This design comes from an exercise in tuning for small area on the open sky130 flow, not from production work. The RTL was checked by simulation tests, not by an equivalence proof against the original design. No activity file was given, so power comes from the tool's default toggle rates.

==> inputs of job 5124 <==
// alu_pipe
module alu_pipe (
  input  logic        clk,
  input  logic [4:0]  sel,
  input  logic [31:0] data1,
  input  logic [31:0] data2,
  output logic [31:0] result
);
==> module alu, before the edit <==
module alu (
  input  logic [4:0]  sel,      
  input  logic [31:0] data1,    
  input  logic [31:0] data2,    
  output logic [31:0] result    
);
  always_comb begin
    unique case (sel)
      5'd0: result = $signed(data1) + $signed(data2);   
      5'd1: result = $signed(data1) - $signed(data2);   
      5'd2: result = data1 & data2;                     
      5'd3: result = data1 | data2;                     
      5'd4: result = data1 ^ data2;                     
      5'd5: result = data1 << 1;                        
      5'd6: result = data1 >> 1;                        
      5'd7: result = $signed(data1) >>> 1;              
      5'd8: result = (data1 > data2) ? 32'd1 : 32'd0;   
      5'd9: result = (data2 > data1) ? 32'd1 : 32'd0;   
      default: result = 32'd0;                          
    endcase
  end
endmodule
export LEC_CHECK = 0
export CAP_MARGIN = 20
export CORE_MARGIN = 2
export CORE_UTILIZATION = 40
export SLEW_MARGIN = 20
create_clock -name core_clock -period 4.0 [get_ports {clk}]
run.sh (not shown) runs the stock make flow with config.mk's settings and CLKGATE_MAP_FILE= SYNTH_SCRIPT=/design/flow/synth_recipe.tcl, a recipe that flattens the netlist after the stock synthesis.
==> job 7000 (differences from job 5124) <==
==> flow/design.v (replaced) <==
module alu_pipe (
  input  logic        clk,
  input  logic [4:0]  sel,
  input  logic [31:0] data1,
  input  logic [31:0] data2,
  output logic [31:0] result
);
  logic [4:0]  sel_q;
  logic [31:0] data1_q, data2_q, alu_y;
  always_ff @(posedge clk) begin
    sel_q   <= sel;
    data1_q <= data1;
    data2_q <= data2;
    result  <= alu_y;
  end
  alu u_alu (.sel(sel_q), .data1(data1_q), .data2(data2_q), .result(alu_y));
endmodule

module alu (
  input  logic [4:0]  sel,
  input  logic [31:0] data1,
  input  logic [31:0] data2,
  output logic [31:0] result
);
  logic lo, arith, inv, cin, s_and, s_or, s_xor, s_shl, s_shr, s_sra, s_gt, s_lt;
  assign lo    = (sel[4:3] == 2'b00);
  assign arith = lo & (sel[2:1] == 2'b00);             
  assign s_and = lo & (sel[2:0] == 3'd2);
  assign s_or  = lo & (sel[2:0] == 3'd3);
  assign s_xor = lo & (sel[2:0] == 3'd4);
  assign s_shl = lo & (sel[2:0] == 3'd5);
  assign s_shr = lo & sel[2] & sel[1];                  
  assign s_sra = lo & (sel[2:0] == 3'd7);
  assign s_gt  = (sel == 5'd8);
  assign s_lt  = (sel == 5'd9);
  assign inv   = (sel == 5'd1) | s_gt | s_lt;
  assign cin   = (sel == 5'd1) | s_lt;
  logic [31:0] a, x, p, g;
  assign a = data1;
  assign x = data2 ^ {32{inv}};
  assign p = a ^ x;
  assign g = a & x;
  localparam int K = 4;
  localparam int NB = 32 / K;
  logic [32:0] c;
  logic [NB:0] cb;
  assign cb[0] = cin;
  genvar i, j;
  generate
    for (i = 0; i < NB; i++) begin : blk
      logic [K-1:0] gc;   
      logic [K-1:0] pc;   
      for (j = 0; j < K; j++) begin : bit_
        if (j == 0) begin
          assign gc[j] = g[i*K];
          assign pc[j] = p[i*K];
        end else begin
          assign gc[j] = g[i*K+j] | (p[i*K+j] & gc[j-1]);
          assign pc[j] = p[i*K+j] & pc[j-1];
        end
      end
      assign cb[i+1] = gc[K-1] | (pc[K-1] & cb[i]);
      assign c[i*K] = cb[i];
      for (j = 1; j < K; j++) begin : rip
        assign c[i*K+j] = g[i*K+j-1] | (p[i*K+j-1] & c[i*K+j-1]);
      end
    end
  endgenerate
  assign c[32] = cb[NB];
  logic [31:0] sum, lg, sh;
  assign sum = p ^ c[31:0];
  assign lg  = ({32{s_and}} & (data1 & data2)) | ({32{s_or}} & (data1 | data2)) | ({32{s_xor}} & p);
  assign sh  = ({32{s_shl}} & {a[30:0], 1'b0}) | ({32{s_shr}} & {a[31] & s_sra, a[31:1]});
  logic cmp;
  assign cmp = (s_gt & c[32]) | (s_lt & ~c[32]);
  assign result = ({32{arith}} & sum) | lg | sh | {31'd0, cmp};
endmodule
==> flow/flow/run.sh (new file) <==
#!/bin/bash
# Own layout flow: the standard ORFS flow with a few make-variable overrides.
#  - ADDER_MAP_FILE empty: no full/half-adder cell extraction; ABC maps the adder logic.
#  - port buffers use the smallest buffer (buf_1) instead of the resizer's pick.
#  - power/area recovery after global routing.
set -euo pipefail
bash standard.sh \
  ADDER_MAP_FILE= \
  "BUFFER_PORTS_ARGS=-buffer_cell sky130_fd_sc_hd__buf_1" \
  RECOVER_POWER=100 \
  finish > standard_flow.log 2>&1
==> flow/standard.sh (new file) <==
#!/bin/bash
# synth_recipe.tcl (not shown) runs the flow's synth.tcl, then flattens the netlist and writes it again
# the make line also repeats each setting of config.mk as NAME=value (left out here)
make -C /OpenROAD-flow-scripts/flow DESIGN_CONFIG=/design/flow/config.mk WORK_HOME=/design/flow/orfs CLKGATE_MAP_FILE= SYNTH_SCRIPT=/design/flow/synth_recipe.tcl "${@:-finish}"
ABC_AREA = 1   (was default)
removed: flow/run.sh
==> job 8091 (differences from job 5124) <==
==> flow/design.v (replaced) <==
module alu_pipe (
  input  logic        clk,
  input  logic [4:0]  sel,
  input  logic [31:0] data1,
  input  logic [31:0] data2,
  output logic [31:0] result
);
  logic [4:0]  sel_q;
  logic [31:0] data1_q, data2_q, alu_y;
  always_ff @(posedge clk) begin
    sel_q   <= sel;
    data1_q <= data1;
    data2_q <= data2;
    result  <= alu_y;
  end
  alu u_alu (.sel(sel_q), .data1(data1_q), .data2(data2_q), .result(alu_y));
endmodule

module alu (
  input  logic [4:0]  sel,
  input  logic [31:0] data1,
  input  logic [31:0] data2,
  output logic [31:0] result
);
  logic lo, arith, inv, cin, s_and, s_or, s_xor, s_shl, s_shr, s_sra, s_gt, s_lt;
  assign lo    = (sel[4:3] == 2'b00);
  assign arith = lo & (sel[2:1] == 2'b00);             
  assign s_and = lo & (sel[2:0] == 3'd2);
  assign s_or  = lo & (sel[2:0] == 3'd3);
  assign s_xor = lo & (sel[2:0] == 3'd4);
  assign s_shl = lo & (sel[2:0] == 3'd5);
  assign s_shr = lo & sel[2] & sel[1];                  
  assign s_sra = lo & (sel[2:0] == 3'd7);
  assign s_gt  = (sel == 5'd8);
  assign s_lt  = (sel == 5'd9);
  assign inv   = (sel == 5'd1) | s_gt | s_lt;
  assign cin   = (sel == 5'd1) | s_lt;
  logic [31:0] a, x, p, g;
  assign a = data1;
  assign x = data2 ^ {32{inv}};
  assign p = a ^ x;
  assign g = a & x;
  localparam int K = 4;
  localparam int NB = 32 / K;
  logic [32:0] c;
  logic [NB:0] cb;
  assign cb[0] = cin;
  genvar i, j;
  generate
    for (i = 0; i < NB; i++) begin : blk
      logic [K-1:0] gc;   
      logic [K-1:0] pc;   
      for (j = 0; j < K; j++) begin : bit_
        if (j == 0) begin
          assign gc[j] = g[i*K];
          assign pc[j] = p[i*K];
        end else begin
          assign gc[j] = g[i*K+j] | (p[i*K+j] & gc[j-1]);
          assign pc[j] = p[i*K+j] & pc[j-1];
        end
      end
      assign cb[i+1] = gc[K-1] | (pc[K-1] & cb[i]);
      assign c[i*K] = cb[i];
      for (j = 1; j < K; j++) begin : rip
        assign c[i*K+j] = g[i*K+j-1] | (p[i*K+j-1] & c[i*K+j-1]);
      end
    end
  endgenerate
  assign c[32] = cb[NB];
  logic [31:0] sum, lg, sh;
  assign sum = p ^ c[31:0];
  assign lg  = ({32{s_and}} & (data1 & data2)) | ({32{s_or}} & (data1 | data2)) | ({32{s_xor}} & p);
  assign sh  = ({32{s_shl}} & {a[30:0], 1'b0}) | ({32{s_shr}} & {a[31] & s_sra, a[31:1]});
  logic cmp;
  assign cmp = (s_gt & c[32]) | (s_lt & ~c[32]);
  assign result = ({32{arith}} & sum) | lg | sh | {31'd0, cmp};
endmodule
ABC_AREA = 1   (was default)
==> impl_summary.log <==
[metrics] critical path capture point: result[0]
[metrics] met2 wire len: around 6400 µm
[metrics] status: finished clean
[metrics] multi-input gate area in the final layout: 2730 µm²
[metrics] clock group share of total power: 35.4%
[metrics] static leakage: around 2.7 nW
[metrics] Compound-Gate Fraction of Synth Area: 18.1%
That was job 7000.
==> impl_summary.log <==
[metrics] status: failed layout checks
[metrics] Layout Check Failures: setup timing
[metrics] post-route setup slack: -0.131 ns
[metrics] clock group share of total power: 35.0%
[metrics] number of setup violations in the final report: 3
[metrics] multi-input gate area in the final layout: 3030 µm²
That was job 8091.
==> impl_summary.log <==
[metrics] status: finished clean
[metrics] All-Layer GR Usage: 22.3%
[metrics] iteration-0 DRC count of the detailed router: 789
[metrics] static leakage: 4.14 nW
[metrics] critical path capture point: result[28]
[metrics] Top Consumer: registers
[metrics] met2 wire len: 10,400 µm
[metrics] Compound-Gate Fraction of Synth Area: 27.3%
That was job 5124.

-- re-timing with driven ports --
Ports are ideal in the flow. The routed layouts listed here were re-timed in OpenROAD. Step 1, drivers: a clkbuf_16 drives clk and a buf_2 each remaining input, both assumed. Step 2 moves the port delays by t, midway between the first and last clock arrival at a register: inputs arrive t later, outputs are due t later. That takes back most of the time a late clock gives input paths. Three values: ideal ports, drivers, drivers and shift; two values: the first two.
run	shift t [ns]	setup WS [ns]	worst setup path at the end
job 5124	0.397	0.621 / 0.621 / 0.621	register to register
job 7000	0.390	0.497 / 0.497 / 0.497	register to register
job 8091	0.390	-0.131 / -0.131 / -0.131	register to register
